This is an optimization exercise on Yosys and OpenROAD, whose aim is small area, a short achievable clock period and few clock cycles, not a production implementation. Only simulation tests tie the RTL to the original design; equivalence was not proved.

== the previous run ==
## GSIM
module GSIM ( clk, reset, in_en, b_in, out_valid, x_out, iter_cnt);
clock: 20.0 ns
lec_check: 0
cap_margin: 20
core_margin: 2
core_utilization: 50
place_density: 0.6
slew_margin: 20
standard.sh (not shown) runs the stock make flow with config.mk's settings and CLKGATE_MAP_FILE= SYNTH_SCRIPT=/design/flow/synth_recipe.tcl, a recipe that flattens the netlist after the stock synthesis.
==> flow/flow/run.sh <==
#!/bin/bash
# Layout flow: the standard synthesis and layout, with two changes.
# 1. After the standard synthesis, fixinv.py flips the polarity of full-adder
#    cells where that removes inverters (a full adder is self-dual); the logic
#    function and every register stay as they are.
# 2. The layout's timing repair aims for extra setup slack (SETUP_SLACK_MARGIN 8)
#    so that the achieved period shrinks; constraints are unchanged.
# Each tool's output goes to a log file of its own in this folder.
set -euo pipefail
R=orfs/results/${FLOW_PLATFORM:-sky130hd}/GSIM/base
bash standard.sh synth > synth.log 2>&1
python3 flow/fixinv.py $R/1_2_yosys.v $R/1_2_yosys_fixinv.v > fixinv.log 2>&1
cp $R/1_2_yosys.v $R/1_2_yosys_orig.v
cp $R/1_2_yosys_fixinv.v $R/1_2_yosys.v
touch $R/1_2_yosys.v
bash standard.sh finish SETUP_SLACK_MARGIN=8 > layout.log 2>&1
Other scripts of this flow, unchanged in this note and not shown: flow/flow/fixinv.py
Testbench counts of the previous run, summed over its fixed seeds: cycles 32,524.
Changes in the current run relative to the previous run:
- swapping 50 for 40 in CORE_UTILIZATION
- swapping 0.6 for 0.5 in PLACE_DENSITY
Results
The current run vs. the previous run: overall die area increased 85000 µm²; worst setup slack lower; worst-case reg-to-reg path depth decreased 5.6%.
The previous run -> the current run: non-filler instance count after layout increased by a few percent
Multi-input gate area in the final layout essentially unchanged between the current run and the previous run.
The current run vs. the previous run: wire length on met1 went up.
Against the previous run, cell area after placement in the current run rose slightly.

---

run 1:
Starting RTL as in the previous note.
// GSIM
module GSIM ( clk, reset, in_en, b_in, out_valid, x_out, iter_cnt);
Settings: LEC_CHECK=0, CAP_MARGIN=20, CORE_MARGIN=2, CORE_UTILIZATION=50, PLACE_DENSITY=0.6, SLEW_MARGIN=20; clock period 20.0 ns.
==> flow/flow/run.sh <==
#!/bin/bash
# Layout flow: the standard synthesis and layout, with two changes.
# 1. After the standard synthesis, fixinv.py flips the polarity of full-adder
#    cells where that removes inverters (a full adder is self-dual); the logic
#    function and every register stay as they are.
# 2. The layout's timing repair aims for extra setup slack (SETUP_SLACK_MARGIN 8.5)
#    so that the achieved period shrinks; constraints are unchanged.
# Each tool's output goes to a log file of its own in this folder.
set -euo pipefail
R=orfs/results/${FLOW_PLATFORM:-sky130hd}/GSIM/base
bash standard.sh synth > synth.log 2>&1
python3 flow/fixinv.py $R/1_2_yosys.v $R/1_2_yosys_fixinv.v > fixinv.log 2>&1
cp $R/1_2_yosys.v $R/1_2_yosys_orig.v
cp $R/1_2_yosys_fixinv.v $R/1_2_yosys.v
touch $R/1_2_yosys.v
bash standard.sh finish SETUP_SLACK_MARGIN=8.5 > layout.log 2>&1
Other scripts of this flow, unchanged in this note and not shown: flow/flow/fixinv.py
Testbench counts of run 1, summed over its fixed seeds: cycles 32,524.
Modified inputs, run 2 compared to run 1
Settings: a change of CORE_UTILIZATION from 50 to 55; a change of PLACE_DENSITY from 0.6 to 0.65.
diff --git a/flow/flow/run.sh b/flow/flow/run.sh
--- a/flow/flow/run.sh
+++ b/flow/flow/run.sh
@@ -5,3 +5,3 @@
 #    function and every register stay as they are.
-# 2. The layout's timing repair aims for extra setup slack (SETUP_SLACK_MARGIN 8.5)
+# 2. The layout's timing repair aims for extra setup slack (SETUP_SLACK_MARGIN 8)
 #    so that the achieved period shrinks; constraints are unchanged.
@@ -15,2 +15,2 @@
 touch $R/1_2_yosys.v
-bash standard.sh finish SETUP_SLACK_MARGIN=8.5 > layout.log 2>&1
+bash standard.sh finish SETUP_SLACK_MARGIN=8 > layout.log 2>&1
==> comparison <==
Run 2 | status: complete | timing, DRC, antenna: pass
Every stage of the flow completed for run 1, and the final layout passed the timing, design-rule and antenna checks.
The average vias per placed instance in run 2 was higher than what run 1 gave.
Diff run 1 -> run 2 | sequential share of layout area | increase of 0.28 points
Run 2 against run 1: wire length on met3 shows an increase of 3300 um, path depth of the worst reg2reg path fell by 1.
Edits applied to the flow inputs when going from run 2 to run 3:
Settings: CTS_BUF_LIST now sky130_fd_sc_hd__clkbuf_8, previously not set; PLACE_DENSITY now 0.5, was 0.65; CORE_UTILIZATION now 40, was 55.
diff --git a/flow/flow/run.sh b/flow/flow/run.sh
--- a/flow/flow/run.sh
+++ b/flow/flow/run.sh
@@ -5,3 +5,3 @@
 #    function and every register stay as they are.
-# 2. The layout's timing repair aims for extra setup slack (SETUP_SLACK_MARGIN 8)
+# 2. The layout's timing repair aims for extra setup slack (SETUP_SLACK_MARGIN 9)
 #    so that the achieved period shrinks; constraints are unchanged.
@@ -15,2 +15,2 @@
 touch $R/1_2_yosys.v
-bash standard.sh finish SETUP_SLACK_MARGIN=8 > layout.log 2>&1
+bash standard.sh finish SETUP_SLACK_MARGIN=9 > layout.log 2>&1
==> comparison <==
When run 3 is measured against run 2, its hold slack turns out 9.0 ps lower.
Compared with run 2, run 3 shows a higher share of final-layout standard cells stronger than drive strength 1.
Run 3 against run 2: proportion of cell area occupied by registers fell 0.99 points; minimum clock period after layout shows a reduction of 400 ps; full die area now larger; count of instances resized after the clock tree is built went up by 1052.
In run 3, number of levels the H-tree was split into is higher than in run 2.

==> re-timing with driven ports <==
The results above use ideal ports. As a check the final layouts listed here were re-extracted and re-timed, cells and wires unchanged.
Step 1 (the two cells are an assumption about what drives the block):
set clk [get_ports {clk}]
set_driving_cell -lib_cell sky130_fd_sc_hd__clkbuf_16 $clk
set_driving_cell -lib_cell sky130_fd_sc_hd__buf_2 [delete_from_list [all_inputs] $clk]
Step 2, shift: input delay + t, output delay - t, t = (earliest + latest rising clock arrival at the registers) / 2. This alone moves slack from input paths to output paths.
a / b / c = ideal / step 1 / step 2; a / b = the first two.
| run | shift t [ns] | slack for setup (ns) | worst setup path at the end | slew at the worst register clock pin (ns) | pins driven straight from the clock port |
|---|---|---|---|---|---|
| the previous run | 0.969 | 8.286 / 8.286 / 8.286 | register to register | 0.08 / 0.08 | 1 |
| the current run | 1.004 | 8.240 / 8.240 / 8.240 | register to register | 0.07 / 0.07 | 1 |
| run 1 | 0.999 | 8.553 / 8.553 / 8.553 | register to register | 0.08 / 0.08 | 1 |
| run 2 | 0.995 | 8.259 / 8.259 / 8.259 | register to register | 0.08 / 0.08 | 1 |
| run 3 | 1.157 | 8.663 / 8.663 / 8.663 | register to register | 0.07 / 0.07 | 1 |
After both steps setup and hold are still met in every run listed.
